What follows belongs to an exercise in optimizing a design on an open flow for small area; a production flow would make more cautious choices. Function was checked by simulation only, so behaviour that the tests miss may differ from the original. Power figures rest on the tool's default switching activity, not on a simulated workload.

[flow/constraint.sdc]
create_clock -name core_clock -period 25.0 [get_ports {clk}]
set_input_delay 5.0000 -clock core_clock [delete_from_list [all_inputs] [get_ports {clk}]]
set_output_delay 5.0000 -clock core_clock [all_outputs]
set_load 0.01 [all_outputs]
[flow/config.mk]
export PLATFORM = sky130hd
export DESIGN_NAME = SingleCycleCPU
export DESIGN_NICKNAME = SingleCycleCPU
export VERILOG_FILES = /design/flow/design.v
export SDC_FILE = /design/flow/constraint.sdc
export NUM_CORES = 4
export LEC_CHECK = 0
export CAP_MARGIN = 20
export CORE_MARGIN = 2
export CORE_UTILIZATION = 45
export CTS_BUF_LIST = sky130_fd_sc_hd__clkbuf_16
export CTS_CLUSTER_DIAMETER = 60
export CTS_CLUSTER_SIZE = 30
export PLACE_DENSITY = 0.65
export SLEW_MARGIN = 20
export SYNTH_HIERARCHICAL = 1
[flow/design.v]
module SingleCycleCPU (
    input   wire        clk,
    input   wire        start,
    output  wire [31:0] pc,
    input   wire [31:0] inst,
    output  wire        wb_we,
    output  wire [4:0]  wb_rd,
    output  wire [31:0] wb_data,
    output  wire [7:0]  segments,
    output  wire [3:0]  an
);
    genvar g, k, b;
    wire [4:0] op  = inst[6:2];
    wire [2:0] f3  = inst[14:12];
    wire [4:0] rd  = inst[11:7];
    wire [4:0] rs1 = inst[19:15];
    wire [4:0] rs2 = inst[24:20];
    wire is_alu  = op[2];                    
    wire is_r    = op[2] & op[3];
    wire is_sw   = ~op[4] & op[3] & ~op[2];
    wire is_br   = op[4] & ~op[0];
    wire is_jal  = op[1];
    wire is_jalr = op[4] & op[0] & ~op[1];
    wire is_jmp  = op[4];                    
    wire is_lw   = ~op[4] & ~op[2];          
    wire reg_write = op[2] | ~op[3] | op[0];
    wire [31:0] imm_i = {{20{inst[31]}}, inst[31:20]};
    wire [31:0] imm_s = {{20{inst[31]}}, inst[31:25], inst[11:7]};
    wire [31:0] imm_b = {{20{inst[31]}}, inst[7], inst[30:25], inst[11:8], 1'b0};
    wire [31:0] imm_j = {{12{inst[31]}}, inst[19:12], inst[20], inst[30:21], 1'b0};
    wire [31:0] wbd;
    wire [31:0] rf [1:31];
    reg  [31:1] rv;
    assign wb_we = reg_write & (rd != 5'd0);
    wire [3:0] wlo = 4'd1 << rd[1:0];
    wire [7:0] whi = {8{reg_write}} & (8'd1 << rd[4:2]);
    wire [31:0] rwe;
    generate for (g = 1; g < 32; g = g + 1) begin : rfw
        assign rwe[g] = wlo[g % 4] & whi[g / 4];
        reg [31:0] q;
        always @(posedge clk)
            if (rwe[g]) q <= wbd;
        assign rf[g] = q;
    end endgenerate
    assign rwe[0] = 1'b0;
    always @(posedge clk or negedge start)
        if (!start) rv <= 31'd0;
        else rv <= rv | rwe[31:1];
    wire [3:0] lo1 = 4'd1 << rs1[1:0];
    wire [7:0] hi1 = 8'd1 << rs1[4:2];
    wire [3:0] lo2 = 4'd1 << rs2[1:0];
    wire [7:0] hi2 = 8'd1 << rs2[4:2];
    wire [31:1] s1, s2;
    generate for (g = 1; g < 32; g = g + 1) begin : rsel_
        assign s1[g] = rv[g] & lo1[g % 4] & hi1[g / 4];
        assign s2[g] = rv[g] & lo2[g % 4] & hi2[g / 4];
    end endgenerate
    wire x2r1 = ~rv[2] & lo1[2] & hi1[0];
    wire x2r2 = ~rv[2] & lo2[2] & hi2[0];
    wire [31:0] rs1v, rs2v;
    generate for (b = 0; b < 32; b = b + 1) begin : rport
        wire [31:1] d;
        for (g = 1; g < 32; g = g + 1) begin : col
            assign d[g] = rf[g][b];
        end
        if (b == 7) begin : r7
            wire o1, o2;
            sel31 p1 (.d(d), .s(s1), .o(o1));
            sel31 p2 (.d(d), .s(s2), .o(o2));
            assign rs1v[b] = o1 | x2r1;
            assign rs2v[b] = o2 | x2r2;
        end else begin : rn
            sel31 p1 (.d(d), .s(s1), .o(rs1v[b]));
            sel31 p2 (.d(d), .s(s2), .o(rs2v[b]));
        end
    end endgenerate
    wire [31:0] bop = (is_r | is_br) ? rs2v : (is_sw ? imm_s : imm_i);
    wire sub = is_br | (is_alu & (f3[1] | (op[3] & inst[30])));
    wire [31:0] bx = bop ^ {32{sub}};
    wire [31:0] sum;
    wire [32:0] cy;
    wire [31:20] s0;
    wire [32:21] c0;
    wire [31:20] ones;
    assign cy[0] = sub;
    generate for (g = 0; g < 20; g = g + 1) begin : add_
        fadd fa (.a(rs1v[g]), .b(bx[g]), .c(cy[g]), .s(sum[g]), .co(cy[g+1]));
    end endgenerate
    hadd ha20 (.a(rs1v[20]), .b(bx[20]), .s(s0[20]), .co(c0[21]));
    generate for (g = 21; g < 32; g = g + 1) begin : addh_
        fadd fa (.a(rs1v[g]), .b(bx[g]), .c(c0[g]), .s(s0[g]), .co(c0[g+1]));
    end endgenerate
    assign ones[20] = 1'b1;
    generate for (g = 21; g < 32; g = g + 1) begin : inc_
        assign ones[g] = ones[g-1] & s0[g-1];
    end endgenerate
    assign sum[31:20] = s0 ^ ({12{cy[20]}} & ones);
    wire lt = (rs1v[31] ^ bop[31]) ? rs1v[31] : sum[31];
    wire eq = (sum == 32'd0);
    wire taken = (f3[2] ? lt : eq) ^ f3[0];
    wire [31:0] alu = f3[2] ? (f3[0] ? (rs1v & bop) : (rs1v | bop))
                            : (f3[1] ? {31'd0, lt} : sum);
    reg  [31:1] pcr;
    assign pc = {pcr, 1'b0};
    wire [31:0] pimm = is_jal ? imm_j : imm_b;
    wire [31:1] pcimm;
    wire [31:1] pc4;
    wire [31:1] pcy;
    wire [31:3] icy;
    assign pcimm[1] = pcr[1] ^ pimm[1];
    assign pcy[2] = pcr[1] & pimm[1];
    assign pc4[1] = pcr[1];
    assign pc4[2] = ~pcr[2];
    assign icy[3] = pcr[2];
    generate for (g = 2; g < 32; g = g + 1) begin : padd_
        if (g < 31) begin : f
            fadd fa (.a(pcr[g]), .b(pimm[g]), .c(pcy[g]), .s(pcimm[g]), .co(pcy[g+1]));
        end else begin : l
            assign pcimm[g] = pcr[g] ^ pimm[g] ^ pcy[g];
        end
        if (g > 2 && g < 31) begin : h
            hadd ha (.a(pcr[g]), .b(icy[g]), .s(pc4[g]), .co(icy[g+1]));
        end else if (g == 31) begin : hl
            assign pc4[g] = pcr[g] ^ icy[g];
        end
    end endgenerate
    wire [31:1] npc = is_jalr ? sum[31:1]
                    : (is_jal | (is_br & taken)) ? pcimm : pc4;
    always @(posedge clk or negedge start)
        if (!start) pcr <= 31'd0;
        else pcr <= npc;
    wire [1:0] off = sum[1:0];
    wire [4:0] row = sum[6:2];
    wire [1:0] amt = is_sw ? (2'd0 - off) : off;
    wire [3:0] amtd = 4'd1 << amt;
    wire [31:0] x;               
    wire [31:0] rot;
    generate for (k = 0; k < 4; k = k + 1) begin : rot_
        for (b = 0; b < 8; b = b + 1) begin : bit_
            mux4h m (.d0(x[8*k+b]),             .d1(x[8*((k+1)%4)+b]),
                     .d2(x[8*((k+2)%4)+b]),     .d3(x[8*((k+3)%4)+b]),
                     .s(amtd), .o(rot[8*k+b]));
        end
    end endgenerate
    wire [31:0] wdat = rot;
    wire [31:0] ld = rot;
    reg  [127:0] mv;             
    wire [127:0] mwe;
    wire rd_en = ~is_sw;
    generate for (k = 0; k < 4; k = k + 1) begin : bank
        wire [4:0] rk = row + {4'd0, (off > k)};
        wire [3:0] lo = 4'd1 << rk[1:0];
        wire [7:0] hi = 8'd1 << rk[4:2];
        wire [3:0] wlo_ = {4{is_sw}} & lo;
        wire [3:0] rlo_ = {4{rd_en}} & lo;
        wire [32:0] s;
        assign s[32] = is_sw;
        for (g = 0; g < 32; g = g + 1) begin : row_
            assign mwe[32*k+g] = wlo_[g % 4] & hi[g / 4];
            assign s[g] = mv[32*k+g] & rlo_[g % 4] & hi[g / 4];
            reg [7:0] q;
            always @(posedge clk)
                if (mwe[32*k+g]) q <= wdat[8*k +: 8];
        end
        for (b = 0; b < 8; b = b + 1) begin : rb
            wire [32:0] d;
            assign d[32] = rs2v[8*k+b];
            for (g = 0; g < 32; g = g + 1) begin : col
                assign d[g] = row_[g].q[b];
            end
            sel33 p (.d(d), .s(s), .o(x[8*k+b]));
        end
    end endgenerate
    always @(posedge clk or negedge start)
        if (!start) mv <= 128'd0;
        else mv <= mv | mwe;
    assign wbd = is_lw ? ld : (is_jmp ? {pc4, 1'b0} : alu);
    assign wb_rd = rd;
    assign wb_data = wbd;
    reg [1:0] sel;
    reg run;
    always @(posedge clk or negedge start)
        if (!start) begin sel <= 2'd0; run <= 1'b0; end
        else begin sel <= run ? sel + 2'd1 : 2'd0; run <= 1'b1; end
    assign an = run ? ~(4'b0001 << sel) : 4'b1111;
    wire [15:0] x5 = rv[5] ? rf[5][15:0] : 16'd0;
    wire [3:0] nib = x5[4*sel +: 4];
    reg [7:0] seg;
    always @(*) begin
        case (nib)
            4'h0: seg = 8'b00000011;
            4'h1: seg = 8'b10011111;
            4'h2: seg = 8'b00100101;
            4'h3: seg = 8'b00001101;
            4'h4: seg = 8'b10011001;
            4'h5: seg = 8'b01001001;
            4'h6: seg = 8'b01000001;
            4'h7: seg = 8'b00011111;
            4'h8: seg = 8'b00000001;
            4'h9: seg = 8'b00001001;
            4'hA: seg = 8'b00010001;
            4'hB: seg = 8'b11000001;
            4'hC: seg = 8'b01100011;
            4'hD: seg = 8'b10000101;
            4'hE: seg = 8'b01100001;
            default: seg = 8'b01110001;
        endcase
    end
    assign segments = seg;
endmodule
module sel31 (
    input  wire [31:1] d,
    input  wire [31:1] s,
    output wire        o
);
    wire [10:0] y;
    genvar i;
    generate for (i = 0; i < 10; i = i + 1) begin : grp
        aoi222 a (.a0(d[3*i+1]), .s0(s[3*i+1]), .a1(d[3*i+2]), .s1(s[3*i+2]),
                  .a2(d[3*i+3]), .s2(s[3*i+3]), .y(y[i]));
    end endgenerate
    assign y[10] = ~(d[31] & s[31]);
    assign o = ~&y;
endmodule
module sel33 (
    input  wire [32:0] d,
    input  wire [32:0] s,
    output wire        o
);
    wire [10:0] y;
    genvar i;
    generate for (i = 0; i < 11; i = i + 1) begin : grp
        aoi222 a (.a0(d[3*i]), .s0(s[3*i]), .a1(d[3*i+1]), .s1(s[3*i+1]),
                  .a2(d[3*i+2]), .s2(s[3*i+2]), .y(y[i]));
    end endgenerate
    assign o = ~&y;
endmodule
module mux4h (
    input  wire d0, d1, d2, d3,
    input  wire [3:0] s,
    output wire o
);
    assign o = (d0 & s[0]) | (d1 & s[1]) | (d2 & s[2]) | (d3 & s[3]);
endmodule
module aoi222 (
    input  wire a0, s0, a1, s1, a2, s2,
    output wire y
);
    assign y = ~((a0 & s0) | (a1 & s1) | (a2 & s2));
endmodule
module fadd (
    input  wire a, b, c,
    output wire s, co
);
    assign s = a ^ b ^ c;
    assign co = (a & b) | (c & (a ^ b));
endmodule
module hadd (
    input  wire a, b,
    output wire s, co
);
    assign s = a ^ b;
    assign co = a & b;
endmodule
[flow/run.sh]
#!/bin/bash
# synth_recipe.tcl (not shown) runs the flow's synth.tcl, then flattens the netlist and writes it again
# the make line also repeats each setting of config.mk as NAME=value (left out here)
make -C /OpenROAD-flow-scripts/flow DESIGN_CONFIG=/design/flow/config.mk WORK_HOME=/design/flow/orfs CLKGATE_MAP_FILE= SYNTH_SCRIPT=/design/flow/synth_recipe.tcl finish
==> summary.txt, run 1 <==
Layout fillers 15831; largest net degree at the start of global routing 75; gpl congestion 0.976; nets 5705; WL/cell 35.8 µm; top_reg_cell synth edfxtp_1; Final Slew Violations 0; # clock sinks 2209; initial DRC count 13882; class of the most critical setup path in -> out; Final Hold Violating Endpoints 0; headroom to the max-slew limit 18.0%; gr usage total 28.9%; first-pass GRT wire length 415000 µm; Setup TNS 0 ns; Via-to-Cell Ratio 7.19; via count 59781; Max VDD drop 138 µV; CP Buf/Inv Count 3; Async SR Flop Fraction 8.74%; RSZ-0062 raised after global routing no; I/O pin count 116; Post-CTS Setup Inserts 0; share of cells above drive strength 1 12.5%; Clock Skews 0.0507 ns; Post-synth EDFFs 2016; port buffer count 111; min Tclk post-route 23.81 ns; Setup crit start inst[23]; first-pass detailed-route iteration total 15; core area 195000 µm²; CP top delay family adder cells; max cap viols 0; Inserted Clock Buffers 136; metal2 WL 132000 µm; Design Area, Final 99400 µm²; WL met3 40800 µm; Setup crit end kind output pin; HPWL after DPL 191000 µm; RR Startpoint rv[28]$_DFF_PN0_; Lkg Pwr 33.7 nW; final worst path period share 95.2%; biggest area consumer among synthesized cells edfxtp_1; CTS Buffer Depth 3; worst skew pair latency 0.84 ns; Die Wd 448 µm; Tot Pwr 10.8 mW; synth top area cells edfxtp_1 (68%), a222oi_1 (11%), dfrtp_1 (5.5%); vias in the first global route 56320; CTS tree done; critical path peak fanout 15; hold path startpoint mv[7]$_DFF_PN0_; final setup vio count 0; YS warnings 7; Power Dens Cells 108 nW/µm²; Hold-fix buffers, CTS 0; most common cell in the netlist edfxtp_1; Commonest cells post-synth edfxtp_1 (2016), a222oi_1 (992), nor2_1 (287); area delta synth->final 12.2%; Routed WL 297000 µm; Hold Crit Class reg -> reg; worst path required time 20.00 ns; initial antenna violation count 33; Unique masters post-synth 73; register bit total from synthesis 2209; Worst-path clk slew 0.08 ns; most numerous cell on the critical path fa_1; post-synthesis cell count 5217; outcome failed layout checks; htree depth 4; slowest stage delay, CP 0.79 ns; row count 162; initial core utilization 45.4%; Remaining DRCs 0; worst path arrival time 18.81 ns; Mean Syn Cell Area 17.0 µm²; layout check faults antenna rules; sequential share of the synthesized area 73.8%; Worst Tran Pin Value 1.23 ns; ANT nets after route 1; die area 200000 µm²; Post-Syn Area 88600 µm²; Top Layer Used met5; placed cell area 94600 µm²; Max Freq 42.0 MHz; root buf cell clkbuf_16; reg2reg setup slack 11.58 ns; CTS resizes 0; Crit-path slowest cell clkdlybuf4s50_1; Final Util 50.9%; M1 WL 107000 µm; hold slack 0.455 ns; Synth top area share 68.4%; total grt overflow 0; Die Span Y 448 µm; critical path launch point type input port
-- state kept, by name (all words and copies together), names as in the netlist --
signal and flops:
pcr 31, bank.row_.q 1024, run 1, mv 128, rv 31, sel 2
rfw.q 992
-- worst register-to-register path, delay by kind of cell, from the launching register on --
kind | cells | cell delay, ns
compound gates | 6 | 2.31
xor+xnor | 1 | 0.13
fa+ha+maj | 20 | 8.24
buf+inv | 1 | 0.34
flops | 1 | 0.45
mux | 1 | 0.28
simple gates | 4 | 1.53
-- power breakdown --
part / switching [mW] / internal (mW) / leakage, nW
logic: 2.34 / 0.751 / 10.6
clock network: 1.36 / 1.13 / 2.31
registers: 0.141 / 5.04 / 20.8
-- placed cells by master (no fill, tap or decap), types with 12 or more instances in the layout --
| master | count |
|---|---|
| edfxtp_1 | 2016 |
| a222oi_1 | 992 |
| nor2_1 | 248 |
| nand2_1 | 223 |
| nand4_1 | 198 |
| buf_4 | 198 |
| dfrtp_1 | 193 |
| and3_1 | 150 |
| clkbuf_16 | 138 |
| or2_2 | 126 |
| clkdlybuf4s50_1 | 108 |
| inv_1 | 74 |
| a22oi_1 | 67 |
| a2111o_1 | 64 |
| fa_1 | 60 |
| ha_1 | 53 |
| nand3_1 | 50 |
| a21oi_1 | 46 |
| a21o_1 | 40 |
| a221oi_1 | 38 |
| o21ai_0 | 37 |
| or3_1 | 36 |
| nor2_4 | 35 |
| o22ai_1 | 33 |
| o21bai_1 | 26 |
| xor2_1 | 25 |
| and2_1 | 24 |
| nand2b_1 | 23 |
| and3_2 | 22 |
| xnor2_1 | 20 |
| a221oi_2 | 20 |
| clkinv_8 | 20 |
| inv_6 | 20 |
| o31ai_4 | 19 |
| diode_2 | 18 |
| nor2b_1 | 18 |
| maj3_1 | 18 |
| nor3_1 | 16 |
| mux2i_1 | 13 |
| inv_8 | 12 |
-- per-module statistics from Yosys (local to each module, per instance) --
module	times used	flops+latches	area [µm²]	cells
SingleCycleCPU	1	2209	73900	3656
sel31	64	0	27.5	4
sel33	32	0	23.8	4
fadd	60	0	20.0	1
mux4h	32	0	18.8	3
hadd	29	0	12.5	1
aoi222	992	0	10.0	1
-- final timing paths --
| check | end | cells past startpoint |
|---|---|---|
| max | wb_data[26] | 36 |
| min | mv[7]$_DFF_PN0_ | 1 |
| max reg2reg | pcr[2]$_DFF_PN0_ | 33 |
| min reg2reg | mv[7]$_DFF_PN0_ | 1 |
| max in group asynchronous | mv[94]$_DFF_PN0_ | 2 |
| min in group asynchronous | sel[1]$_DFF_PN0_ | 1 |
-- routing by layer --
layer / vias to the layer above / GRT usage [%]
met5: - / 0.611
met4: 30 / 14.5
met3: 733 / 8.58
met2: 4548 / 43.4
met1: 30364 / 38.3
li1: 24106 / -
-- per-stage QoR --
step / worst slack [ns] / cells
after CTS: 1.48 / 8290
after global placement: 1.63 / 8041
after global routing: 1.04 / 8296
after floorplan: 3.08 / 5218
after detailed placement: 1.53 / 8043
final: 1.19 / 8309
-- logic make-up after synthesis --
| group | after synthesis | share of synthesized area (%) |
|---|---|---|
| other | 2 | 0.00848 |
| xor gates and xnor gates | 45 | 0.445 |
| buffers and inverters | 177 | 0.869 |
| and+or+nand+nor | 1200 | 6.98 |
| DFF | 2209 | 73.8 |
| AOI/OAI and AO/OA | 1426 | 15.2 |
| muxes | 27 | 0.376 |
| adders and majority gates | 131 | 2.31 |
-- final cells by class --
class,count,area [µm²],area share (%)
Multi-Input combinational cell,2832,23100,23.2
Clock buffer,138,3450,3.47
Tap cell,2624,3280,3.30
Clock inverter,109,1270,1.28
Sequential cell,2209,65400,65.8
Inverter,68,255,0.257
Antenna cell,18,45.0,0.0453
Timing Repair Buffer,311,2640,2.66
==> run 2: changes to the inputs <==
==> flow/flow/run.sh (new file) <==
#!/bin/bash
# The standard layout (standard.sh: ORFS synthesis to finish) with two
# changes to how it is built:
#  - ports are buffered with sky130_fd_sc_hd__buf_1 instead of the default
#    buffer cell chosen by buffer_ports;
#  - clock tree synthesis uses clkbuf_16 leaves over larger sink clusters and
#    inserts no dummy loads.
# Everything else (synthesis, floorplan, power grid, taps, placement,
# routing) is the standard flow. Full output goes to standard.log.
set -euo pipefail
export BUFFER_PORTS_ARGS="-buffer_cell sky130_fd_sc_hd__buf_1"
export CTS_ARGS="-sink_clustering_enable -repair_clock_nets -dont_use_dummy_load -sink_clustering_size 30 -sink_clustering_max_diameter 60 -buf_list sky130_fd_sc_hd__clkbuf_16"
bash standard.sh finish > standard.log 2>&1
==> flow/standard.sh (new file) <==
#!/bin/bash
# synth_recipe.tcl (not shown) runs the flow's synth.tcl, then flattens the netlist and writes it again
# the make line also repeats each setting of config.mk as NAME=value (left out here)
make -C /OpenROAD-flow-scripts/flow DESIGN_CONFIG=/design/flow/config.mk WORK_HOME=/design/flow/orfs CLKGATE_MAP_FILE= SYNTH_SCRIPT=/design/flow/synth_recipe.tcl "${@:-finish}"
--- a/flow/config.mk
+++ b/flow/config.mk
@@ -8,9 +8,6 @@
 export CAP_MARGIN = 20
 export CORE_MARGIN = 2
 export CORE_UTILIZATION = 45
-export CTS_BUF_LIST = sky130_fd_sc_hd__clkbuf_16
-export CTS_CLUSTER_DIAMETER = 60
-export CTS_CLUSTER_SIZE = 30
 export PLACE_DENSITY = 0.65
 export SLEW_MARGIN = 20
 export SYNTH_HIERARCHICAL = 1
removed: flow/run.sh
==> run 2 against run 1 <==
Compared with the run above:
- now clean on timing, DRC and antenna
- hold slack about the same
- clock power shrank 15%
- synthesized cell count stayed put
- combinational power shrank 1%
==> summary.txt, run 2 <==
outcome timing/DRC/antenna clean; commonest non-fill, non-tap cells in the layout edfxtp_1 (2016), a222oi_1 (992), nor2_1 (248); P_int 6.70 mW (-3.1%); worst skew pair latency 0.85 ns (about the same); synth top area cells edfxtp_1 (68%), a222oi_1 (11%), dfrtp_1 (5.5%); Remaining DRCs 0 (unchanged); CP Buf/Inv Count 3 (unchanged); Synth top area share 68.4% (unchanged); Post-Syn Area 88600 µm² (unchanged); Setup crit end kind output pin; Setup TNS 0 ns (unchanged); initial DRC count 14085 (+1.5%); port buffer count 111 (unchanged); hold slack 0.455 ns (+0.0000350 ns); Unique masters post-synth 73 (unchanged); CTS tree done; Worst Tran Pin Value 1.15 ns (-0.0756 ns); HPWL after DPL 189000 µm (-0.87%); biggest area consumer among synthesized cells edfxtp_1; htree depth 4 (unchanged); CTS resizes 0 (unchanged); most common cell in the netlist edfxtp_1; RSZ-0062 raised after global routing no; I/O pin count 116 (unchanged); Max Freq 43.2 MHz (+3.0%); Final Hold Violating Endpoints 0 (unchanged); Commonest cells post-synth edfxtp_1 (2016), a222oi_1 (992), nor2_1 (287); Layout fillers 16028 (+1.2%); Mean Syn Cell Area 17.0 µm² (unchanged); post-synthesis cell count 5217 (unchanged); max cap viols 0 (unchanged); # clock sinks 2209 (unchanged); Power Dens Cells 106 nW/µm² (-2.3%); min Tclk post-route 23.12 ns (-0.688 ns); Worst-path clk slew 0.08 ns (about the same); YS warnings 7 (unchanged); Final Slew Violations 0 (unchanged); most common cell after layout, fill and taps aside edfxtp_1; area delta synth->final 10.0%; clock share of power 20.5% (-2.6 points); initial core utilization 45.4% (unchanged); Die Span Y 448 µm (unchanged); slowest stage delay, CP 0.63 ns (-0.16 ns); P_sw 3.61 mW (-6.1%); nets 5708 (+0.053%); Via-to-Cell Ratio 7.25 (+0.80%); Hold-fix buffers, CTS 0 (unchanged); Hold Crit Class reg -> reg; Async SR Flop Fraction 8.74% (unchanged); largest reg by FF count bank.row_.q; largest net degree at the start of global routing 70 (-6.7%); die area 200000 µm² (unchanged); first-pass detailed-route iteration total 17 (+2); WL/cell 36.2 µm (+1.2%); CP top delay family adder cells; critical path peak fanout 32 (+17); Max VDD drop 157 µV (+13%); Routed WL 297000 µm (-0.18%); worst path arrival time 18.12 ns (-0.69 ns); initial antenna violation count 31 (-6.1%); gr usage total 28.9% (about the same); Post-synth EDFFs 2016 (unchanged); Final Util 49.9% (-0.99 points); Tot Pwr 10.3 mW (-4.2%); final setup vio count 0 (unchanged); root buf cell clkbuf_16; final worst path period share 92.5% (-2.8 points); gpl congestion 0.961 (-1.6%); first-pass GRT wire length 414000 µm (-0.17%); via count 59462 (-0.53%); Inserted Clock Buffers 138 (+1.5%); critical path launch point type input port; Clock Skews 0.0990 ns (+0.0483 ns); top flop regs bank.row_.q (1024), rfw.q (992), mv (128); reg2reg setup slack 11.44 ns (-0.14 ns); headroom to the max-slew limit 22.9% (+4.9 points); share of cells above drive strength 1 10.9% (-1.6 points); Lkg Pwr 32.8 nW (-2.7%); sequential share of the synthesized area 73.8% (unchanged); most numerous cell on the critical path fa_1; worst path required time 20.00 ns (about the same); Die Wd 448 µm (unchanged); Seq pwr share 50.0% (+1.9 points); Crit-path slowest cell o31ai_4; CTS Buffer Depth 3 (unchanged); vias in the first global route 56376 (+0.099%); row count 162 (unchanged); class of the most critical setup path in -> out; Post-CTS Setup Inserts 0 (unchanged); register bit total from synthesis 2209 (unchanged); top_reg_cell synth edfxtp_1; max FFs per register 1024 (unchanged); total grt overflow 0 (unchanged); core area 195000 µm² (unchanged); ANT nets after route 0 (-1); sw frac 35.0% (-0.73 points); logic gate share of total power 29.5% (+0.8 points)
## run 2: changes by cell type in the layout (fill, tap and decap cells not counted), sizes merged, moves of 3 or more
cell | previous run | this run
buf | 203 | 309
bufinv | 3 | 0
clkbuf | 138 | 141
clkdlybuf4s50 | 108 | 0
clkinv | 42 | 1
clkinvlp | 9 | 0
inv | 123 | 67
## run 2: layout make-up
type	instances	area, µm²	area share (%)
multi-input combinational	2832	23100	23.7
antenna	16	40.0	0.0411
sequential	2209	65400	67.1
timing repair buffer	312	1990	2.04
clock buffer	138	3450	3.54
inverter	68	255	0.262
tap	2624	3280	3.37
## run 2: layer usage
metal	share of wire, %	vias to the layer above	GRT usage [%]
li1	-	23968	-
met1	36	30150	38.0
met2	45	4576	43.6
met3	14	738	8.59
met4	5.8	30	14.5
met5	0.11	-	0
## run 2: logic make-up after synthesis
kind of cell	share of synthesized area [%]
fa+ha+maj	2.31
xor+xnor	0.445
flops	73.8
simple gates	6.98
buf+inv	0.869
mux	0.376
other cells	0.00848
compound gates	15.2
## run 2: path summary, 6_finish.rpt
kind,cells after the start,startpoint,endpoint
max in group asynchronous,3,start,pcr[8]$_DFF_PN0_
min reg2reg,1,mv[70]$_DFF_PN0_,mv[70]$_DFF_PN0_
max,36,inst[22],wb_data[27]
min,1,mv[70]$_DFF_PN0_,mv[70]$_DFF_PN0_
min in group asynchronous,2,start,run$_DFF_PN0_
max reg2reg,34,rv[24]$_DFF_PN0_,pcr[19]$_DFF_PN0_
## run 2: power groups by stage
stage / combinational, mW / clock (mW) / sequential (mW)
detailed placement: 2.97 / 0 / 5.23
floorplan: 1.45 / 0 / 5.23
finish: 3.05 / 2.11 / 5.16
CTS: 2.97 / 2.13 / 5.15
global route: 3.19 / 2.25 / 5.18
global placement: 2.88 / 0 / 5.22
## run 2: worst register-to-register path, delay by kind of cell, from the launching register on
| family | cells | cell delay, ns |
|---|---|---|
| buffers and inverters | 2 | 0.73 |
| AOI/OAI and AO/OA | 6 | 2.37 |
| adders and majority gates | 20 | 8.26 |
| and+or+nand+nor | 4 | 1.31 |
| xor gates and xnor gates | 1 | 0.13 |
| muxes | 1 | 0.27 |
| DFF | 1 | 0.38 |
## run 2: stage by stage
step	setup slack, ns	cell area (µm²)	cells
after floorplan	3.08	88600	5218
after global placement	2.08	93900	8041
after detailed placement	2.00	93900	8043
after CTS	1.95	97400	8181
after global routing	1.64	97400	8188
final	1.88	97400	8199
## run 2: Yosys stat by module (local to each module, per instance)
module,cells inside,flip-flops and latches
hadd,1,0
SingleCycleCPU,3656,2209
sel33,4,0
aoi222,1,0
mux4h,3,0
sel31,4,0
fadd,1,0
==> run 3: changes to the inputs <==
==> flow/flow/run.sh (replaced) <==
#!/bin/bash
# The standard layout (standard.sh: ORFS synthesis to finish) with these
# changes to how it is built:
#  - ports are buffered with sky130_fd_sc_hd__buf_1 instead of the default
#    buffer cell chosen by buffer_ports;
#  - clock tree synthesis uses clkbuf_16 leaves over larger sink clusters and
#    inserts no dummy loads;
#  - extra antenna repair after global routing (30% ratio margin) and after
#    detailed routing if violations remain (flow/post_grt.tcl, post_drt.tcl).
# Everything else (synthesis, floorplan, power grid, taps, placement,
# routing) is the standard flow. Full output goes to standard.log.
set -euo pipefail
HERE=$(cd "$(dirname "$0")" && pwd)
export BUFFER_PORTS_ARGS="-buffer_cell sky130_fd_sc_hd__buf_1"
export CTS_ARGS="-sink_clustering_enable -repair_clock_nets -dont_use_dummy_load -sink_clustering_size 30 -sink_clustering_max_diameter 60 -buf_list sky130_fd_sc_hd__clkbuf_16"
export POST_GLOBAL_ROUTE_TCL="$HERE/post_grt.tcl"
export POST_DETAIL_ROUTE_TCL="$HERE/post_drt.tcl"
bash standard.sh finish > standard.log 2>&1
==> flow/flow/post_drt.tcl (new file) <==
# After detailed routing and the standard antenna loop: if violations remain,
# repair with a ratio margin and route again, a few times at most.
set extra_tries 0
while { [check_antennas] > 0 && $extra_tries < 3 } {
  repair_antennas -ratio_margin 30 -allow_congestion
  detailed_route {*}$::all_args
  incr extra_tries
}
==> flow/flow/post_grt.tcl (new file) <==
# After global routing: repair antennas once more with a 30% ratio margin, so
# that nets close to the limit are fixed (jumpers/diodes) before detailed
# routing, and rewrite the route guides the detailed router reads.
repair_antennas -iterations 5 -ratio_margin 30
check_placement -verbose
write_guides $::env(RESULTS_DIR)/route.guide
==> run 3 against run 2 <==
Compared with the run above:
- critical path depth stayed put
- die area did not move
- sequential share of layout area hardly changed
- area after synthesis unchanged
- critical path type unchanged
- largest cell class unchanged
==> summary.txt, run 3 <==
Crit-path slowest cell o31ai_4; Mean Syn Cell Area 17.0 µm² (unchanged); RR Startpoint rv[25]$_DFF_PN0_; row count 162 (unchanged); outcome timing/DRC/antenna clean; vias in the first global route 56376 (unchanged); Die Wd 448 µm (unchanged); htree depth 4 (unchanged); placed cell area 93900 µm² (unchanged); max FFs per register 1024 (unchanged); via count 59591 (+0.22%); CTS tree done; Layout fillers 16022 (-0.037%); root buf cell clkbuf_16; Max VDD drop 157 µV (+0.17%); initial antenna violation count 31 (unchanged); gr usage total 28.9% (unchanged); post-route setup slack 1.91 ns (+0.0306 ns); HPWL after DPL 189000 µm (unchanged); Tot Pwr 10.3 mW (about the same); clock share of power 20.5% (about the same); Power Dens Cells 106 nW/µm² (about the same); critical path peak fanout 32 (unchanged); Clock Skews 0.0970 ns (-0.00203 ns); Hold-fix buffers, CTS 0 (unchanged); most common cell in the netlist edfxtp_1; P_sw 3.61 mW (about the same); top flop regs bank.row_.q (1024), rfw.q (992), mv (128); post-synthesis cell count 5217 (unchanged); core area 195000 µm² (unchanged); hold slack 0.457 ns (+0.00167 ns); sequential share of the synthesized area 73.8% (unchanged); Final Slew Violations 0 (unchanged); I/O pin count 116 (unchanged); critical path launch point type input port; Commonest cells post-synth edfxtp_1 (2016), a222oi_1 (992), nor2_1 (287); DP Worst Slack 2.00 ns (unchanged); CTS resizes 0 (unchanged); Via-to-Cell Ratio 7.27 (+0.18%); Design Area, Final 97400 µm² (about the same); most common cell after layout, fill and taps aside edfxtp_1; ANT nets after route 0 (unchanged); P_int 6.70 mW (about the same); Remaining DRCs 0 (unchanged); worst path arrival time 18.09 ns (-0.03 ns); Lkg Pwr 32.8 nW (unchanged); initial core utilization 45.4% (unchanged); reg2reg setup slack 11.45 ns (about the same); largest net degree at the start of global routing 70 (unchanged); biggest area consumer among synthesized cells edfxtp_1; worst skew pair latency 0.85 ns (about the same); CTS Buffer Depth 3 (unchanged); sw frac 35.0% (about the same); Unique masters post-synth 73 (unchanged); initial DRC count 14227 (+1.0%); Inserted Clock Buffers 138 (unchanged); register bit total from synthesis 2209 (unchanged); Min-Delay Endpoint mv[70]$_DFF_PN0_; Synth top area share 68.4% (unchanged); first-pass GRT wire length 414000 µm (unchanged); placed cells 8043 (unchanged); logic gate share of total power 29.5% (about the same); Seq pwr share 50.0% (about the same); Max Freq 43.3 MHz (+0.13%); share of cells above drive strength 1 10.9% (unchanged); Final Util 49.9% (about the same); Layout Cells excl Fill 8202 (+0.037%); nets 5708 (unchanged); first-pass detailed-route iteration total 14 (-3); Routed WL 297000 µm (about the same); Die Span Y 448 µm (unchanged); slowest stage delay, CP 0.63 ns (about the same); Async SR Flop Fraction 8.74% (unchanged); die area 200000 µm² (unchanged); Worst-path clk slew 0.08 ns (about the same); synth top area cells edfxtp_1 (68%), a222oi_1 (11%), dfrtp_1 (5.5%); commonest non-fill, non-tap cells in the layout edfxtp_1 (2016), a222oi_1 (992), nor2_1 (248); final setup vio count 0 (unchanged); Worst Reg-to-Reg Cells 34 (unchanged); hold path startpoint mv[70]$_DFF_PN0_; worst path required time 20.00 ns (about the same); # clock sinks 2209 (unchanged); YS warnings 7 (unchanged); final worst path period share 92.4% (-0.12 points); total grt overflow 0 (unchanged); hold path cells 1 (unchanged); Worst Tran Pin Value 1.16 ns (+0.0110 ns); Post-CTS Setup Inserts 0 (unchanged); Post-Syn Area 88600 µm² (unchanged); port buffer count 111 (unchanged); headroom to the max-slew limit 22.2% (-0.73 points); max cap viols 0 (unchanged); largest reg by FF count bank.row_.q; reg-to-reg endpoint pcr[19]$_DFF_PN0_; Post-synth EDFFs 2016 (unchanged); area delta synth->final 10.0% (about the same); class of the most critical setup path in -> out; top_reg_cell synth edfxtp_1; min Tclk post-route 23.09 ns (-0.0306 ns); Hold Crit Class reg -> reg; most numerous cell on the critical path fa_1; Setup TNS 0 ns (unchanged); gpl congestion 0.961 (unchanged); Setup crit end kind output pin; WL/cell 36.2 µm (-0.12%); Final Hold Violating Endpoints 0 (unchanged)
## run 3: cell counts after synthesis
No cell type changed its count.
## run 3: cell type report
class | count | area [µm²] | share of cell area [%]
antenna | 19 | 47.5 | 0.0488
clock buffer | 138 | 3450 | 3.54
inverter | 68 | 255 | 0.262
multi-input combinational | 2832 | 23100 | 23.7
sequential | 2209 | 65400 | 67.1
tap | 2624 | 3280 | 3.37
timing repair buffer | 312 | 1990 | 2.04
## run 3: how the worst max path moves through the flow
stage	start	to	depth (start not counted)
floorplan	inst[23]	wb_data[26]	34
global placement	inst[22]	wb_data[31]	36
detailed placement	inst[22]	wb_data[31]	36
CTS	inst[22]	wb_data[31]	36
finish	inst[22]	wb_data[27]	36
## run 3: critical path, delay by kind of cell
| kind | cells | cell delay (ns) |
|---|---|---|
| AND/OR/NAND/NOR | 6 | 1.39 |
| multiplexers | 1 | 0.27 |
| XOR/XNOR | 2 | 0.38 |
| adder cells (fa/ha/maj) | 20 | 8.26 |
| AO/OA/AOI/OAI | 4 | 1.73 |
| buffers and inverters | 3 | 1.03 |
## run 3: power groups by stage
stage,Combinational [mW],Sequential (mW),Clock (mW)
6_report,3.05,5.16,2.11
2_1_floorplan,1.45,5.23,0
4_1_cts,2.97,5.15,2.13
3_3_place_gp,2.88,5.22,0
3_5_place_dp,2.97,5.23,0
## run 3: logic make-up after synthesis
| family | after synthesis | synth area share [%] |
|---|---|---|
| other | 2 | 0.00848 |
| DFF | 2209 | 73.8 |
| adders and majority gates | 131 | 2.31 |
| and+or+nand+nor | 1200 | 6.98 |
| xor gates and xnor gates | 45 | 0.445 |
| buffers and inverters | 177 | 0.869 |
| muxes | 27 | 0.376 |
| AOI/OAI and AO/OA | 1426 | 15.2 |
## run 3: per-layer routing
layer  global-route usage [%]  wire [µm]  vias up
li1                         -          -    23972
met1                     38.0     106000    30244
met2                     43.6     132000     4602
met3                     8.59      40700      747
met4                     14.5      17500       26
met5                        0        194        -
## run 3: Yosys stat by module, one instance, submodules excluded
module / cell area (µm²) / cells inside
fadd: 20.0 / 1
hadd: 12.5 / 1
sel31: 27.5 / 4
aoi222: 10.0 / 1
SingleCycleCPU: 73900 / 3656
sel33: 23.8 / 4
mux4h: 18.8 / 3
==> run 4: changes to the inputs <==
--- a/flow/design.v
+++ b/flow/design.v
@@ -37,9 +37,13 @@
     wire [31:0] rwe;
     generate for (g = 1; g < 32; g = g + 1) begin : rfw
         assign rwe[g] = wlo[g % 4] & whi[g / 4];
+        wire wn = ~(wlo[g % 4] & whi[g / 4]);
         reg [31:0] q;
-        always @(posedge clk)
-            if (rwe[g]) q <= wbd;
+        wire [31:0] nx;
+        for (b = 0; b < 32; b = b + 1) begin : m
+            wmux w (.we(rwe[g]), .wn(wn), .d(wbd[b]), .q(q[b]), .y(nx[b]));
+        end
+        always @(posedge clk) q <= nx;
         assign rf[g] = q;
     end endgenerate
     assign rwe[0] = 1'b0;
@@ -158,9 +162,13 @@
         for (g = 0; g < 32; g = g + 1) begin : row_
             assign mwe[32*k+g] = wlo_[g % 4] & hi[g / 4];
             assign s[g] = mv[32*k+g] & rlo_[g % 4] & hi[g / 4];
+            wire wn = ~(wlo_[g % 4] & hi[g / 4]);
             reg [7:0] q;
-            always @(posedge clk)
-                if (mwe[32*k+g]) q <= wdat[8*k +: 8];
+            wire [7:0] nx;
+            for (b = 0; b < 8; b = b + 1) begin : m
+                wmux w (.we(mwe[32*k+g]), .wn(wn), .d(wdat[8*k+b]), .q(q[b]), .y(nx[b]));
+            end
+            always @(posedge clk) q <= nx;
         end
         for (b = 0; b < 8; b = b + 1) begin : rb
             wire [32:0] d;
@@ -242,6 +250,12 @@
 );
     assign o = (d0 & s[0]) | (d1 & s[1]) | (d2 & s[2]) | (d3 & s[3]);
 endmodule
+module wmux (
+    input  wire we, wn, d, q,
+    output wire y
+);
+    assign y = (we & d) | (wn & q);
+endmodule
 module aoi222 (
     input  wire a0, s0, a1, s1, a2, s2,
     output wire y
==> run 4 against run 3 <==
Compared with the run above:
- still clean
- design area is 2.3% lower
- via count is 30% higher
- register-to-register slack worse by 0.71 ns
- fmax is 1.2% lower
- final cell count is 25% higher
- area after synthesis is 2.5% lower
- wire length is 18% higher
- combinational power is 16% lower
- clock skew is 0.013 ns higher
- sequential cell count stayed put
- total power is 7.1% lower
- hold slack worse by 0.0077 ns
- largest power group unchanged
- highest routed layer unchanged
==> summary.txt, run 4 <==
htree depth 4 (unchanged); row count 160 (-1.2%); final setup vio count 0 (unchanged); Max VDD drop 74.1 µV (-53%); worst path arrival time 18.38 ns (+0.29 ns); largest reg by FF count bank.row_.q; core area 190000 µm² (-2.5%); vias in the first global route 73079 (+30%); top_reg_cell synth dfxtp_1; gr usage total 33.9% (+5.0 points); sw frac 36.0% (+1.0 points); Via-to-Cell Ratio 7.53 (+3.7%); Commonest cells post-synth a22o_1 (2023), dfxtp_1 (2016), a222oi_1 (992); worst skew pair latency 0.87 ns (+0.02 ns); class of the most critical setup path in -> out; Lkg Pwr 39.6 nW (+21%); Post-synth EDFFs 0 (-100%); Final Hold Violating Endpoints 0 (unchanged); P_int 6.13 mW (-8.5%); Routed WL 351000 µm (+18%); Setup TNS 0 ns (unchanged); Worst Tran Pin Value 1.17 ns (+0.00776 ns); port buffer count 111 (unchanged); biggest area consumer among synthesized cells dfxtp_1; Inserted Clock Buffers 152 (+10%); Die Wd 442 µm (-1.2%); Post-Syn Area 86300 µm² (-2.5%); WL/cell 34.1 µm (-5.6%); Top Layer Used met5; initial core utilization 45.4% (about the same); Post-CTS Setup Inserts 0 (unchanged); first-pass GRT wire length 504000 µm (+22%); Setup crit end kind output pin; Power Dens Cells 101 nW/µm² (-4.8%); headroom to the max-slew limit 21.5% (-0.62 points); min Tclk post-route 23.38 ns (+0.292 ns); outcome timing/DRC/antenna clean; Mean Syn Cell Area 11.7 µm² (-31%); nets 7899 (+38%); P_sw 3.45 mW (-4.3%); Design Area, Final 95200 µm² (-2.3%); initial DRC count 16388 (+15%); # clock sinks 2209 (unchanged); WL met3 43400 µm (+6.7%); Seq pwr share 49.5% (-0.5 points); commonest non-fill, non-tap cells in the layout a22o_1 (2022), dfxtp_1 (2016), a222oi_1 (992); area delta synth->final 10.2%; max cap viols 0 (unchanged); Final Slew Violations 0 (unchanged); HPWL after DPL 224000 µm (+19%); metal2 WL 145000 µm (+10%); sequential share of the synthesized area 52.3% (-21 points); Crit-path slowest cell a22o_2; total grt overflow 0 (unchanged); Hold Crit Class reg -> reg; final worst path period share 93.5% (+1.2 points); CTS Buffer Depth 3 (unchanged); initial antenna violation count 30 (-3.2%); gpl congestion 1.00 (+4.5%); Hold-fix buffers, CTS 0 (unchanged); worst path required time 20.00 ns (about the same); Synth top area share 46.7% (-22 points); first-pass detailed-route iteration total 15 (+1); CTS tree done; share of cells above drive strength 1 6.17% (-4.8 points); Worst-path clk slew 0.06 ns (-0.02 ns); YS warnings 7 (unchanged); via count 77450 (+30%); ANT nets after route 0 (unchanged); critical path launch point type input port; I/O pin count 116 (unchanged); Die Span Y 442 µm (-1.2%); M1 WL 133000 µm (+26%); most common cell after layout, fill and taps aside a22o_1; root buf cell clkbuf_16; Unique masters post-synth 69 (-5.5%); largest net degree at the start of global routing 66 (-5.7%); placed cell area 91300 µm² (-2.8%); critical path peak fanout 32 (unchanged); logic gate share of total power 26.8% (-2.7 points); Max Freq 42.8 MHz (-1.2%); most numerous cell on the critical path fa_1; most common cell in the netlist a22o_1; clock share of power 23.8% (+3.3 points); post-synthesis cell count 7360 (+41%); Async SR Flop Fraction 8.74% (unchanged); CTS resizes 0 (unchanged); synth top area cells dfxtp_1 (47%), a22o_1 (21%), a222oi_1 (12%); max FFs per register 1024 (unchanged); top flop regs bank.row_.q (1024), rfw.q (992), mv (128); register bit total from synthesis 2209 (unchanged); die area 195000 µm² (-2.5%); slowest stage delay, CP 0.99 ns (+0.36 ns); Clock Skews 0.110 ns (+0.0135 ns); Remaining DRCs 0 (unchanged)
-- run 4: changes by cell type in the layout (fill, tap and decap cells not counted), moves of 39 or more --
cell      previous run  this run
a21o_1              40        81
a22o_1               7      2022
and3_1             153       196
buf_4              197       236
dfxtp_1              0      2016
edfxtp_1          2016         0
inv_1               66       175
nand2_1            224       356
nand2b_1            23       110
nor2_1             248       197
or2_2              126        26
-- run 4: area by class of cell --
| type | count | area, µm² |
|---|---|---|
| inverter | 178 | 668 |
| sequential | 2209 | 45200 |
| tap | 2511 | 3140 |
| fill | 16738 | 95200 |
| clock buffer | 152 | 3800 |
| antenna | 18 | 45.0 |
| timing repair buffer | 348 | 2200 |
| multi-input combinational | 4863 | 40100 |
-- run 4: layer usage --
metal / vias up / global-route usage (%)
met4: 28 / 24.2
met5: - / 0
li1: 32393 / -
met3: 1138 / 9.43
met2: 5777 / 49.1
met1: 38114 / 43.5
-- run 4: logic make-up after synthesis --
logic type                 synth area share [%]
AOI/OAI and AO/OA                          35.8
xor gates and xnor gates                  0.485
adders and majority gates                  2.29
buffers and inverters                      1.34
DFF                                        52.3
muxes                                     0.346
other                                   0.00870
and+or+nand+nor                            7.44
-- run 4: path summary, 6_finish.rpt --
check / from / slack (ns) / endpoint / cells past startpoint
setup / recovery: inst[22] / 1.62 / wb_data[28] / 38
hold / removal: mv[20]$_DFF_PN0_ / 0.45 / mv[20]$_DFF_PN0_ / 1
setup reg to reg: rv[16]$_DFF_PN0_ / 10.74 / pcr[28]$_DFF_PN0_ / 36
hold reg to reg: mv[20]$_DFF_PN0_ / 0.45 / mv[20]$_DFF_PN0_ / 1
max in group asynchronous: start / 18.71 / rv[11]$_DFF_PN0_ / 3
min in group asynchronous: start / 4.08 / mv[32]$_DFF_PN0_ / 1
-- run 4: through the flow --
stage                     setup WS, ns  power [mW]  instances  util, %  hold slack, ns
after floorplan                   2.45        6.15       7361        -           0.420
after global placement            2.01        7.13      10108     48.0           0.429
after detailed placement          1.87        7.23      10109     48.0           0.435
after CTS                         1.89        9.46      10261     50.0           0.451
final                             1.62        9.59      10279     50.0           0.449
-- run 4: Yosys stat by module (local to each module, per instance), a selection --
module	cell area, µm²	cells inside	times used
aoi222	10.0	1	992
SingleCycleCPU	54100	3783	1
sel31	27.5	4	64
fadd	20.0	1	60
sel33	23.8	4	32
hadd	12.5	1	29
-- run 4: power by group through the flow --
| stage | Clock (mW) | Combinational [mW] | Sequential [mW] |
|---|---|---|---|
| after floorplan | 0 | 1.51 | 4.64 |
| after global placement | 0 | 2.40 | 4.74 |
| after detailed placement | 0 | 2.46 | 4.77 |
| after CTS | 2.29 | 2.46 | 4.71 |
| final | 2.28 | 2.57 | 4.74 |
-- run 4: worst max-delay path: cells and delay by family --
kind / cells / cell delay (ns)
compound gates: 5 / 2.39
xor+xnor: 2 / 0.28
fa+ha+maj: 20 / 8.11
buf+inv: 3 / 1.02
simple gates: 8 / 1.56
==> run 5: changes to the inputs <==
--- a/flow/flow/run.sh
+++ b/flow/flow/run.sh
@@ -12,7 +12,7 @@
 set -euo pipefail
 HERE=$(cd "$(dirname "$0")" && pwd)
 export BUFFER_PORTS_ARGS="-buffer_cell sky130_fd_sc_hd__buf_1"
-export CTS_ARGS="-sink_clustering_enable -repair_clock_nets -dont_use_dummy_load -sink_clustering_size 30 -sink_clustering_max_diameter 60 -buf_list sky130_fd_sc_hd__clkbuf_16"
+export CTS_ARGS="-sink_clustering_enable -repair_clock_nets -dont_use_dummy_load -sink_clustering_size 30 -sink_clustering_max_diameter 70 -buf_list sky130_fd_sc_hd__clkbuf_16"
 export POST_GLOBAL_ROUTE_TCL="$HERE/post_grt.tcl"
 export POST_DETAIL_ROUTE_TCL="$HERE/post_drt.tcl"
 bash standard.sh finish > standard.log 2>&1
==> run 5 against run 4 <==
Compared with the run above:
- final cell count shrank 0.24%
- count of clock-buffer cells in the layout shrank 31
- hold slack gained 0.0017 ns
- sequential share of layout area grew 0.38 points
- register-to-register slack lost 0.11 ns
- first-iteration DRC count grew 0.82%
- clock skew grew 0.028 ns
- design area shrank 0.80%
- sequential power is essentially flat
- combinational power is essentially flat
- total power shrank 2.8%
- die area is the same
==> summary.txt, run 5 <==
outcome timing/DRC/antenna clean; Clock Skews 0.139 ns (+0.0284 ns); most common cell in the netlist a22o_1; Max Freq 42.7 MHz (-0.13%); Multi-input gate area 40100 µm² (unchanged); Worst-path clk slew 0.07 ns (about the same); sequential share of the synthesized area 52.3% (unchanged); placed cell area 91300 µm² (unchanged); worst path required time 20.00 ns (about the same); hold path cells 1 (unchanged); Crit-path slowest cell a22o_2; final worst path period share 93.7% (+0.12 points); initial core utilization 45.4% (unchanged); die area 195000 µm² (unchanged); core area 190000 µm² (unchanged); vias in the first global route 72835 (-0.33%); critical path launch point type input port; Die Wd 442 µm (unchanged); first-pass GRT wire length 503000 µm (-0.15%); Layout Cells excl Fill 10254 (-0.24%); DP Worst Slack 1.87 ns (unchanged); via count 77306 (-0.19%); Hold Crit Class reg -> reg; root buf cell clkbuf_16; max FFs per register 1024 (unchanged); Top Layer Used met5; Worst Reg-to-Reg Cells 36 (unchanged); Setup crit start inst[22]; CTS tree done; Die Span Y 442 µm (unchanged); htree depth 3 (-1); Reg area 45200 µm² (unchanged); Post-synth EDFFs 0 (unchanged); top flop regs bank.row_.q (1024), rfw.q (992), mv (128); post-route setup slack 1.59 ns (-0.0305 ns); worst skew pair latency 0.86 ns (about the same); WL/cell 34.1 µm (about the same); Commonest cells post-synth a22o_1 (2023), dfxtp_1 (2016), a222oi_1 (992); headroom to the max-slew limit 23.4% (+1.9 points); top_reg_cell synth dfxtp_1; post-synthesis cell count 7360 (unchanged); metal2 WL 146000 µm (about the same); Remaining DRCs 0 (unchanged); Post-Syn Area 86300 µm² (unchanged); Tot Pwr 9.31 mW (-2.8%); largest reg by FF count bank.row_.q; Hold-fix buffers, CTS 0 (unchanged); Max VDD drop 59.3 µV (-20%); commonest non-fill, non-tap cells in the layout a22o_1 (2022), dfxtp_1 (2016), a222oi_1 (992); first-pass detailed-route iteration total 15 (unchanged); register bit total from synthesis 2209 (unchanged); Unique masters post-synth 69 (unchanged); slowest stage delay, CP 0.95 ns (-0.04 ns); Mean Syn Cell Area 11.7 µm² (unchanged); final setup vio count 0 (unchanged); critical path peak fanout 32 (unchanged); CTS Buffer Depth 3 (unchanged); Synth top area share 46.7% (unchanged); min Tclk post-route 23.41 ns (+0.0305 ns); # clock sinks 2209 (unchanged); biggest area consumer among synthesized cells dfxtp_1; Worst Tran Pin Value 1.15 ns (-0.0263 ns); M1 WL 134000 µm (+0.33%); row count 160 (unchanged); Lkg Pwr 39.2 nW (-0.96%); port buffer count 111 (unchanged); hold path startpoint mv[70]$_DFF_PN0_; class of the most critical setup path in -> out; total grt overflow 0 (unchanged); nets 7868 (-0.39%); placed cells 10109 (unchanged); Inserted Clock Buffers 121 (-20%); most common cell after layout, fill and taps aside a22o_1; CTS resizes 0 (unchanged); hold slack 0.451 ns (+0.00171 ns); worst path arrival time 18.41 ns (+0.03 ns); Routed WL 350000 µm (-0.28%); gr usage total 33.8% (-0.11 points); Final Util 49.6% (-0.40 points); most numerous cell on the critical path fa_1; Design Area, Final 94400 µm² (-0.80%); area delta synth->final 9.35%; I/O pin count 116 (unchanged); WL met3 42400 µm (-2.4%); max cap viols 0 (unchanged); gpl congestion 1.00 (unchanged); initial DRC count 16523 (+0.82%); Power Dens Cells 98.7 nW/µm² (-2.1%); Setup TNS 0 ns (unchanged); largest net degree at the start of global routing 66 (unchanged); Post-CTS Setup Inserts 0 (unchanged); RR Startpoint rv[16]$_DFF_PN0_; ANT nets after route 0 (unchanged); Final Slew Violations 0 (unchanged); synth top area cells dfxtp_1 (47%), a22o_1 (21%), a222oi_1 (12%); Setup crit end kind output pin; YS warnings 7 (unchanged); HPWL after DPL 224000 µm (unchanged); Via-to-Cell Ratio 7.54 (about the same); Final Hold Violating Endpoints 0 (unchanged); Async SR Flop Fraction 8.74% (unchanged); Layout fillers 16816 (+0.47%); share of cells above drive strength 1 5.79% (-0.38 points); initial antenna violation count 32 (+6.7%)
[run 5: cell counts after synthesis]
Identical to the previous run, type by type.
[run 5: path summary, 6_finish.rpt]
check / endpoint / slack [ns]
hold reg to reg: mv[70]$_DFF_PN0_ / 0.45
min in group asynchronous: mv[49]$_DFF_PN0_ / 4.10
setup reg to reg: pcr[8]$_DFF_PN0_ / 10.63
max in group asynchronous: pcr[17]$_DFF_PN0_ / 18.74
hold / removal: mv[70]$_DFF_PN0_ / 0.45
setup / recovery: wb_data[28] / 1.59
[run 5: cell type report]
type / instances / share of cell area (%)
clock buffers: 121 / 3.21
flip-flops and latches: 2209 / 47.9
multi-input cells: 4863 / 42.5
inverters: 178 / 0.708
well taps: 2511 / 3.33
diodes: 24 / 0.0636
repair buffers: 348 / 2.33
[run 5: cell families after synthesis]
group,synth area share (%)
AO/OA/AOI/OAI,35.8
XOR/XNOR,0.485
adder cells (fa/ha/maj),2.29
buffers and inverters,1.34
flip-flops,52.3
multiplexers,0.346
other,0.00870
AND/OR/NAND/NOR,7.44
[run 5: layer usage]
layer / global-route usage, % / vias to the layer above
met5: 0 / -
met4: 22.7 / 22
met3: 9.15 / 1095
met2: 49.2 / 5676
met1: 43.8 / 38156
li1: - / 32357
[run 5: critical path: cells and delay by family]
kind	cells	cell delay [ns]
adder cells (fa/ha/maj)	20	8.12
AND/OR/NAND/NOR	7	1.60
AO/OA/AOI/OAI	5	2.33
buffers and inverters	3	1.04
XOR/XNOR	2	0.28
[run 5: per-module statistics from Yosys, one instance, submodules excluded]
module,copies in the design,cells inside,flip-flops and latches
SingleCycleCPU,1,3783,2209
aoi222,992,1,0
fadd,60,1,0
hadd,29,1,0
mux4h,32,3,0
sel31,64,4,0
sel33,32,4,0
wmux,2016,1,0
[run 5: power by group]
group | switching, mW | total [mW] | internal, mW
Clock | 1.16 | 2.01 | 0.854
Combinational | 1.71 | 2.57 | 0.854
Sequential | 0.535 | 4.74 | 4.20
Total | 3.40 | 9.31 | 5.91
==> run 6: changes to the inputs <==
--- a/flow/flow/run.sh
+++ b/flow/flow/run.sh
@@ -12,7 +12,7 @@
 set -euo pipefail
 HERE=$(cd "$(dirname "$0")" && pwd)
 export BUFFER_PORTS_ARGS="-buffer_cell sky130_fd_sc_hd__buf_1"
-export CTS_ARGS="-sink_clustering_enable -repair_clock_nets -dont_use_dummy_load -sink_clustering_size 30 -sink_clustering_max_diameter 70 -buf_list sky130_fd_sc_hd__clkbuf_16"
+export CTS_ARGS="-sink_clustering_enable -repair_clock_nets -dont_use_dummy_load -sink_clustering_size 30 -sink_clustering_max_diameter 80 -buf_list sky130_fd_sc_hd__clkbuf_16"
 export POST_GLOBAL_ROUTE_TCL="$HERE/post_grt.tcl"
 export POST_DETAIL_ROUTE_TCL="$HERE/post_drt.tcl"
 bash standard.sh finish > standard.log 2>&1
==> run 6 against run 5 <==
Compared with the run above:
- clock power down 2%
- utilization fell by 0.079 points
- count of clock-buffer cells in the layout down 6
- final cell count hardly changed
- register-to-register slack worse by 0.06 ns
- total power shrank 0.46%
- via count up 0.12%
- setup slack worse by 0.033 ns
- global-route usage is essentially flat
- wire length up 0.35%
- die area unchanged
==> summary.txt, run 6 <==
outcome timing/DRC/antenna clean; Mean Syn Cell Area 11.7 µm² (unchanged); Inserted Clock Buffers 115 (-5.0%); largest net degree at the start of global routing 66 (unchanged); largest family of logic cells by synthesized area compound AO/OA/AOI/OAI gates; most common cell after layout, fill and taps aside a22o_1; Hold-fix buffers, CTS 0 (unchanged); Lkg Pwr 39.2 nW (-0.19%); Setup TNS 0 ns (unchanged); largest reg by FF count bank.row_.q; HPWL after DPL 224000 µm (unchanged); worst skew pair latency 0.84 ns (-0.02 ns); Via-to-Cell Ratio 7.55 (+0.18%); synth top area cells dfxtp_1 (47%), a22o_1 (21%), a222oi_1 (12%); I/O pin count 116 (unchanged); placed cell area 91300 µm² (unchanged); slowest stage delay, CP 0.97 ns (+0.02 ns); reg-to-reg endpoint pcr[8]$_DFF_PN0_; initial core utilization 45.4% (unchanged); CTS tree done; Layout fillers 16828 (+0.071%); Setup crit end kind output pin; Tot Pwr 9.27 mW (-0.46%); register bit total from synthesis 2209 (unchanged); sequential share of the synthesized area 52.3% (unchanged); Max VDD drop 59.7 µV (+0.64%); Final Util 49.5% (-0.079 points); top_reg_cell synth dfxtp_1; Crit-path slowest cell a22o_2; hold path startpoint mv[70]$_DFF_PN0_; gr usage total 33.8% (about the same); Worst Reg-to-Reg Cells 36 (unchanged); first-pass GRT wire length 504000 µm (about the same); Max Freq 42.6 MHz (-0.14%); Hold Crit Class reg -> reg; post-synthesis compound-gate area fraction 35.8% (unchanged); Reg area 45200 µm² (unchanged); critical path launch point type input port; most common cell in the netlist a22o_1; min Tclk post-route 23.45 ns (+0.0333 ns); Async SR Flop Fraction 8.74% (unchanged); Unique masters post-synth 69 (unchanged); via count 77396 (+0.12%); Power Dens Cells 98.4 nW/µm² (-0.30%); YS warnings 7 (unchanged); Min-Delay Endpoint mv[70]$_DFF_PN0_; Routed WL 351000 µm (+0.35%); final setup vio count 0 (unchanged); initial DRC count 16922 (+2.4%); headroom to the max-slew limit 22.8% (-0.65 points); worst path arrival time 18.45 ns (+0.04 ns); Design Area, Final 94300 µm² (-0.16%); hold path cells 1 (unchanged); final worst path period share 93.8% (+0.13 points); gpl congestion 1.00 (unchanged); Worst-path clk slew 0.08 ns (about the same); logic gate share of total power 27.7% (about the same); Multi-input gate area 40100 µm² (about the same); sw frac 36.7% (+0.13 points); Die Wd 442 µm (unchanged); worst path required time 20.00 ns (about the same); CTS Buffer Depth 3 (unchanged); CTS resizes 0 (unchanged); Final Hold Violating Endpoints 0 (unchanged); top flop regs bank.row_.q (1024), rfw.q (992), mv (128); Remaining DRCs 0 (unchanged); post-synthesis cell count 7360 (unchanged); # clock sinks 2209 (unchanged); WL/cell 34.2 µm (+0.42%); core area 190000 µm² (unchanged); nets 7862 (-0.076%); Worst Tran Pin Value 1.15 ns (+0.00782 ns); Commonest cells post-synth a22o_1 (2023), dfxtp_1 (2016), a222oi_1 (992); vias in the first global route 72856 (+0.029%); class of the most critical setup path in -> out; die area 195000 µm² (unchanged); first-pass detailed-route iteration total 15 (unchanged); Seq pwr share 51.1% (+0.2 points); simple-gate share of the synthesized area 7.44% (unchanged); root buf cell clkbuf_16; xor and xnor area share after synthesis 0.485% (unchanged); row count 160 (unchanged); P_int 5.87 mW (-0.66%); most numerous cell on the critical path fa_1; Post-synth EDFFs 0 (unchanged); commonest non-fill, non-tap cells in the layout a22o_1 (2022), dfxtp_1 (2016), a222oi_1 (992); Final Slew Violations 0 (unchanged); reg2reg setup slack 10.57 ns (-0.06 ns); share of cells above drive strength 1 5.73% (-0.060 points); htree depth 3 (unchanged); mux cell area share after synthesis 0.346% (unchanged); P_sw 3.40 mW (-0.11%); biggest area consumer among synthesized cells dfxtp_1; Adder-Cell Fraction of Synth Area 2.29% (unchanged); Die Span Y 442 µm (unchanged); initial antenna violation count 31 (-3.1%); total grt overflow 0 (unchanged); area delta synth->final 9.17%; clock share of power 21.2% (-0.4 points); Post-Syn Area 86300 µm² (unchanged); RR Startpoint rv[16]$_DFF_PN0_; max FFs per register 1024 (unchanged); Post-CTS Setup Inserts 0 (unchanged); critical path peak fanout 32 (unchanged); port buffer count 111 (unchanged); max cap viols 0 (unchanged); Clock Skews 0.110 ns (-0.0288 ns); Synth top area share 46.7% (unchanged); ANT nets after route 0 (unchanged)
[run 6: area by class of cell]
type / count / share of cell area [%]
flip-flops and latches: 2209 / 47.9
multi-input cells: 4863 / 42.6
well taps: 2511 / 3.33
clock buffers: 115 / 3.05
repair buffers: 348 / 2.34
inverters: 178 / 0.709
diodes: 23 / 0.0611
[run 6: Yosys stat by module, one instance, submodules excluded]
module	cells	flip-flops and latches	area, µm²
SingleCycleCPU	3783	2209	54100
aoi222	1	0	10.0
fadd	1	0	20.0
hadd	1	0	12.5
mux4h	3	0	18.8
sel31	4	0	27.5
sel33	4	0	23.8
wmux	1	0	8.76
[run 6: worst max path at each step]
stage          startpoint           to  cells past startpoint
2_1_floorplan    inst[23]   wb_data[0]                     37
3_3_place_gp     inst[20]  wb_data[28]                     37
4_1_cts          inst[20]  wb_data[28]                     37
3_5_place_dp     inst[20]  wb_data[28]                     37
6_report         inst[22]  wb_data[28]                     37
[run 6: kinds of logic (layout without fill, tap and decap cells)]
| kind of cell | Yosys count | after routing |
|---|---|---|
| buffers and inverters | 289 | 641 |
| and+or+nand+nor | 1259 | 1259 |
| DFF | 2209 | 2209 |
| adders and majority gates | 124 | 124 |
| xor gates and xnor gates | 47 | 47 |
| other | 2 | 26 |
| muxes | 24 | 24 |
| AOI/OAI and AO/OA | 3406 | 3406 |
[run 6: power by group through the flow]
stage	sequential (mW)	clock [mW]	combinational (mW)
6_report	4.74	1.96	2.57
4_1_cts	4.71	1.97	2.46
3_5_place_dp	4.77	0	2.46
3_3_place_gp	4.74	0	2.40
2_1_floorplan	4.64	0	1.51
[run 6: through the flow]
step / hold WS (ns) / setup WS [ns] / cells
final: 0.452 / 1.55 / 10247
after CTS: 0.452 / 1.89 / 10224
after detailed placement: 0.435 / 1.87 / 10109
after global placement: 0.429 / 2.01 / 10108
after floorplan: 0.420 / 2.45 / 7361
[run 6: critical path, delay by kind of cell]
kind	cells	cell delay [ns]
compound gates	5	2.36
xor+xnor	2	0.28
fa+ha+maj	20	8.12
buf+inv	3	1.05
simple gates	7	1.61
[run 6: layer usage]
metal  track usage (%)  share of wire [%]  vias up  wire length, µm
met4              22.7                7.8       18            27200
met5             0.757              0.089        -              314
met1              43.8                 38    38207           134000
li1                  -                  -    32344                -
met2              49.5                 42     5739           147000
met3              8.75                 12     1088            42300

-- what the ideal ports hide --
In the flow no input, the clock included, has a driving cell. The finished layouts below were timed again as built, in two steps. Step 1, drivers: a clkbuf_16 drives clk and a buf_2 each remaining input, both assumed. Step 2 moves the port delays by t, midway between the first and last clock arrival at a register: inputs arrive t later, outputs are due t later. That takes back most of the time a late clock gives input paths. Three values: ideal ports, drivers, drivers and shift; two values: the first two.
run	t (ns)	setup WS [ns]	worst hold slack (ns)
run 1	0.904	1.190 / 1.071 / 1.071	0.455 / 0.455 / 0.455
run 2	0.889	1.878 / 1.771 / 1.771	0.455 / 0.455 / 0.455
run 3	0.889	1.908 / 1.793 / 1.793	0.457 / 0.457 / 0.457
run 4	0.913	1.617 / 1.508 / 1.508	0.449 / 0.449 / 0.449
run 5	0.875	1.586 / 1.479 / 1.479	0.451 / 0.451 / 0.451
run 6	0.875	1.553 / 1.495 / 1.495	0.452 / 0.452 / 0.452
The setup slack of run 1, which loses most, moves by -0.119 ns with the drivers and by -0.119 ns with both steps.
